This design comes from an exercise in tuning for small area, a short achievable clock period and few clock cycles per item on the open sky130 flow, not from production work. Only simulation tests tie the RTL to the original design; equivalence was not proved.

south:
Design ysyx_041461_DIV, start of the top module:
module ysyx_041461_DIV(
    input  wire   [0:0]  clk          ,
    input  wire   [0:0]  rst          ,
    input  wire   [0:0]  DIV_valid_in ,
    input  wire   [0:0]  DIV_signed   ,
    input  wire   [0:0]  DIV_divw     ,
    input  wire   [63:0] DIV_dividend ,
    input  wire   [63:0] DIV_divisor  ,
    output reg    [0:0]  DIV_valid_out,
    output wire   [63:0] DIV_quotient ,
    output wire   [63:0] DIV_remainder
);
Size in the first run: about 2600 cells after synthesis, about 210 flip-flops, ~21000 sq um of cells after synthesis.
==> module ysyx_041461_DIV, before the edit <==
module ysyx_041461_DIV(
    input  wire   [0:0]  clk          ,
    input  wire   [0:0]  rst          ,
    input  wire   [0:0]  DIV_valid_in ,
    input  wire   [0:0]  DIV_signed   ,
    input  wire   [0:0]  DIV_divw     ,
    input  wire   [63:0] DIV_dividend ,
    input  wire   [63:0] DIV_divisor  ,
    output reg    [0:0]  DIV_valid_out,
    output wire   [63:0] DIV_quotient ,
    output wire   [63:0] DIV_remainder
);
localparam S_IDLE  = 3'd0;
localparam S_ABS   = 3'd1;
localparam S_LZ    = 3'd2;
localparam S_ALIGN = 3'd3;
localparam S_ITER  = 3'd4;
localparam S_CORR  = 3'd5;
localparam S_FIX   = 3'd6;
localparam S_DONE  = 3'd7;
reg  [2:0]  state;
reg  [64:0] R;       
reg  [63:0] D;       
reg  [63:0] Q;       
reg  [5:0]  cnt;     
reg         rneg;    
reg         dneg;    
assign DIV_quotient  = Q;
assign DIV_remainder = R[63:0];
wire        a_sb  = DIV_divw ? DIV_dividend[31] : DIV_dividend[63];
wire        b_sb  = DIV_divw ? DIV_divisor[31]  : DIV_divisor[63];
wire        a_neg = DIV_signed & a_sb;
wire        b_neg = DIV_signed & b_sb;
wire [63:0] a_ext = {DIV_divw ? {32{a_neg}} : DIV_dividend[63:32], DIV_dividend[31:0]};
wire [63:0] b_ext = {DIV_divw ? {32{b_neg}} : DIV_divisor[63:32],  DIV_divisor[31:0]};
function [2:0] lz4(input [3:0] x);
    lz4 = x[3] ? 3'd0 : x[2] ? 3'd1 : x[1] ? 3'd2 : x[0] ? 3'd3 : 3'd4;
endfunction
function [4:0] lz16(input [15:0] x);
    reg [2:0] a, b, c, d;
    begin
        a = lz4(x[15:12]); b = lz4(x[11:8]); c = lz4(x[7:4]); d = lz4(x[3:0]);
        lz16 = !a[2] ? {3'd0, a[1:0]} : !b[2] ? {3'd1, b[1:0]} :
               !c[2] ? {3'd2, c[1:0]} : !d[2] ? {3'd3, d[1:0]} : 5'd16;
    end
endfunction
function [6:0] lz64(input [63:0] x);
    reg [4:0] a, b, c, d;
    begin
        a = lz16(x[63:48]); b = lz16(x[47:32]); c = lz16(x[31:16]); d = lz16(x[15:0]);
        lz64 = !a[4] ? {3'd0, a[3:0]} : !b[4] ? {3'd1, b[3:0]} :
               !c[4] ? {3'd2, c[3:0]} : !d[4] ? {3'd3, d[3:0]} : 7'd64;
    end
endfunction
function [64:0] add65(input [64:0] a, input [64:0] b, input cin);
    reg [64:0] g, p, G, P;
    integer i, l, j;
    begin
        g = a & b;
        p = a ^ b;
        G = g;
        P = p;
        G[0] = g[0] | (p[0] & cin);
        for (l = 0; l < 7; l = l + 1)
            for (i = 0; i < 65; i = i + 1)
                if ((i >> l) & 1) begin
                    j = ((i >> l) << l) - 1;
                    G[i] = G[i] | (P[i] & G[j]);
                    P[i] = P[i] & P[j];
                end
        add65 = p ^ {G[63:0], cin};
    end
endfunction
wire       need_fix = rneg | dneg;
wire [6:0] lz_r = lz64(R[63:0]);
wire [6:0] lz_d = lz64(D);
wire [5:0] sdiff = lz_d[5:0] - lz_r[5:0];
wire       d_zero = lz_d[6];
wire       s_zero = lz_d == lz_r;
wire       do_lz = (state == S_LZ) | ((state == S_ABS) & ~need_fix);
wire        sub = ~R[64];
wire [64:0] sum = add65(R, {1'b0, D} ^ {65{sub}}, sub);
wire        no_iter = d_zero | sum[64];         
wire [5:0]  step = (cnt[5:4] != 2'd0) ? 6'd16 : (cnt[3:2] != 2'd0) ? 6'd4 : 6'd1;
wire        al_last = cnt == step;
wire [5:0]  shifted = Q[5:0] + step;
always @(posedge clk or posedge rst) begin
    if (rst) begin
        state         <= S_IDLE;
        DIV_valid_out <= 1'b0;
    end
    else begin
        DIV_valid_out <= 1'b0;
        case (state)
            S_IDLE:  if (DIV_valid_in) state <= S_ABS;
            S_ABS,
            S_LZ:    if (state == S_ABS && need_fix) state <= S_LZ;
                     else if (no_iter) begin
                         state <= need_fix ? S_FIX : S_DONE;
                         DIV_valid_out <= ~need_fix;
                     end
                     else state <= s_zero ? S_ITER : S_ALIGN;
            S_ALIGN: if (al_last) state <= S_ITER;
            S_ITER:  if (cnt == 6'd0) begin
                         if (sum[64]) state <= S_CORR;
                         else begin
                             state <= need_fix ? S_FIX : S_DONE;
                             DIV_valid_out <= ~need_fix;
                         end
                     end
            S_CORR:  begin
                         state <= need_fix ? S_FIX : S_DONE;
                         DIV_valid_out <= ~need_fix;
                     end
            S_FIX:   begin state <= S_DONE; DIV_valid_out <= 1'b1; end
            default: state <= S_IDLE;
        endcase
    end
end
always @(posedge clk) begin
    case (state)
        S_IDLE: begin
            R    <= {1'b0, a_ext};
            D    <= b_ext;
            rneg <= a_neg;
            dneg <= b_neg;
        end
        S_ABS,
        S_LZ: begin
            if (do_lz) begin
                Q   <= {64{d_zero}};
                cnt <= sdiff;
            end
            else begin
                if (rneg) R <= {1'b0, -R[63:0]};
                if (dneg) D <= -D;
            end
        end
        S_ALIGN: begin
            D  <= (step == 6'd16) ? {D[47:0], 16'b0} :
                  (step == 6'd4)  ? {D[59:0], 4'b0}  : {D[62:0], 1'b0};
            Q[5:0] <= al_last ? 6'd0 : shifted;
            cnt    <= al_last ? shifted : cnt - step;
        end
        S_ITER: begin
            R   <= sum;
            Q   <= {Q[62:0], ~sum[64]};
            if (cnt != 6'd0) D <= {1'b0, D[63:1]};
            cnt <= cnt - 6'd1;
        end
        S_CORR: begin
            R   <= sum;
        end
        S_FIX: begin
            if (rneg)        R <= {1'b0, -R[63:0]};
            if (rneg ^ dneg) Q <= -Q;
        end
        default: ;
    endcase
end
endmodule
clock: 11.0 ns
lec_check: 0
cap_margin: 60
core_margin: 2
core_utilization: 60
setup_slack_margin: 5
slew_margin: 60
run.sh (not shown) runs the stock make flow with config.mk's settings and CLKGATE_MAP_FILE= SYNTH_SCRIPT=/design/flow/synth_recipe.tcl, a recipe that flattens the netlist after the stock synthesis.
Testbench counts of south, summed over its fixed seeds: cycles 20,075, items 1,600.
Input changes introduced in west (baseline for comparison: south):
--- a/flow/design.v
+++ b/flow/design.v
@@ -25,6 +25,7 @@
 reg  [5:0]  cnt;     
 reg         rneg;    
 reg         dneg;    
+reg         qfin;    
 assign DIV_quotient  = Q;
 assign DIV_remainder = R[63:0];
 wire        a_sb  = DIV_divw ? DIV_dividend[31] : DIV_dividend[63];
@@ -74,16 +75,17 @@
 wire       need_fix = rneg | dneg;
 wire [6:0] lz_r = lz64(R[63:0]);
 wire [6:0] lz_d = lz64(D);
-wire [5:0] sdiff = lz_d[5:0] - lz_r[5:0];
 wire       d_zero = lz_d[6];
-wire       s_zero = lz_d == lz_r;
 wire       do_lz = (state == S_LZ) | ((state == S_ABS) & ~need_fix);
 wire        sub = ~R[64];
 wire [64:0] sum = add65(R, {1'b0, D} ^ {65{sub}}, sub);
 wire        no_iter = d_zero | sum[64];         
-wire [5:0]  step = (cnt[5:4] != 2'd0) ? 6'd16 : (cnt[3:2] != 2'd0) ? 6'd4 : 6'd1;
-wire        al_last = cnt == step;
-wire [5:0]  shifted = Q[5:0] + step;
+wire        qneg = rneg ^ dneg;
+wire [5:0]  al = cnt - Q[5:0];
+wire [5:0]  step = (al[5:4] != 2'd0) ? 6'd16 : (al[3:2] != 2'd0) ? 6'd4 :
+                   (al[1:0] != 2'd0) ? 6'd1 : 6'd0;
+wire        al_last = al == step;
+wire [5:0]  shifted = Q[11:6] + step;
 always @(posedge clk or posedge rst) begin
     if (rst) begin
         state         <= S_IDLE;
@@ -96,10 +98,10 @@
             S_ABS,
             S_LZ:    if (state == S_ABS && need_fix) state <= S_LZ;
                      else if (no_iter) begin
-                         state <= need_fix ? S_FIX : S_DONE;
-                         DIV_valid_out <= ~need_fix;
+                         state <= rneg ? S_FIX : S_DONE;
+                         DIV_valid_out <= ~rneg;
                      end
-                     else state <= s_zero ? S_ITER : S_ALIGN;
+                     else state <= S_ALIGN;
             S_ALIGN: if (al_last) state <= S_ITER;
             S_ITER:  if (cnt == 6'd0) begin
                          if (sum[64]) state <= S_CORR;
@@ -128,8 +130,9 @@
         S_ABS,
         S_LZ: begin
             if (do_lz) begin
-                Q   <= {64{d_zero}};
-                cnt <= sdiff;
+                Q   <= no_iter ? {{63{d_zero & ~qneg}}, d_zero} : {58'd0, lz_r[5:0]};
+                cnt <= lz_d[5:0];
+                qfin <= no_iter;
             end
             else begin
                 if (rneg) R <= {1'b0, -R[63:0]};
@@ -137,10 +140,15 @@
             end
         end
         S_ALIGN: begin
-            D  <= (step == 6'd16) ? {D[47:0], 16'b0} :
-                  (step == 6'd4)  ? {D[59:0], 4'b0}  : {D[62:0], 1'b0};
-            Q[5:0] <= al_last ? 6'd0 : shifted;
-            cnt    <= al_last ? shifted : cnt - step;
+            if (step != 6'd0)
+                D <= (step == 6'd16) ? {D[47:0], 16'b0} :
+                     (step == 6'd4)  ? {D[59:0], 4'b0}  : {D[62:0], 1'b0};
+            Q[11:6] <= shifted;
+            cnt     <= cnt - step;
+            if (al_last) begin
+                Q   <= 64'd0;
+                cnt <= shifted;
+            end
         end
         S_ITER: begin
             R   <= sum;
@@ -153,7 +161,7 @@
         end
         S_FIX: begin
             if (rneg)        R <= {1'b0, -R[63:0]};
-            if (rneg ^ dneg) Q <= -Q;
+            if (qneg & ~qfin) Q <= -Q;
         end
         default: ;
     endcase
--- outcome ---
[west] synthesized area rose about 3.6% relative to south. The run showing the greater achievable clock frequency is south. Via count, west and south: smaller value in south. Per the comparison of west with south, top-level port count held, fraction of the cycle the final worst path needs went up 1.6 points.
Testbench counts of west, summed over its fixed seeds: cycles 20,085, items 1,600.
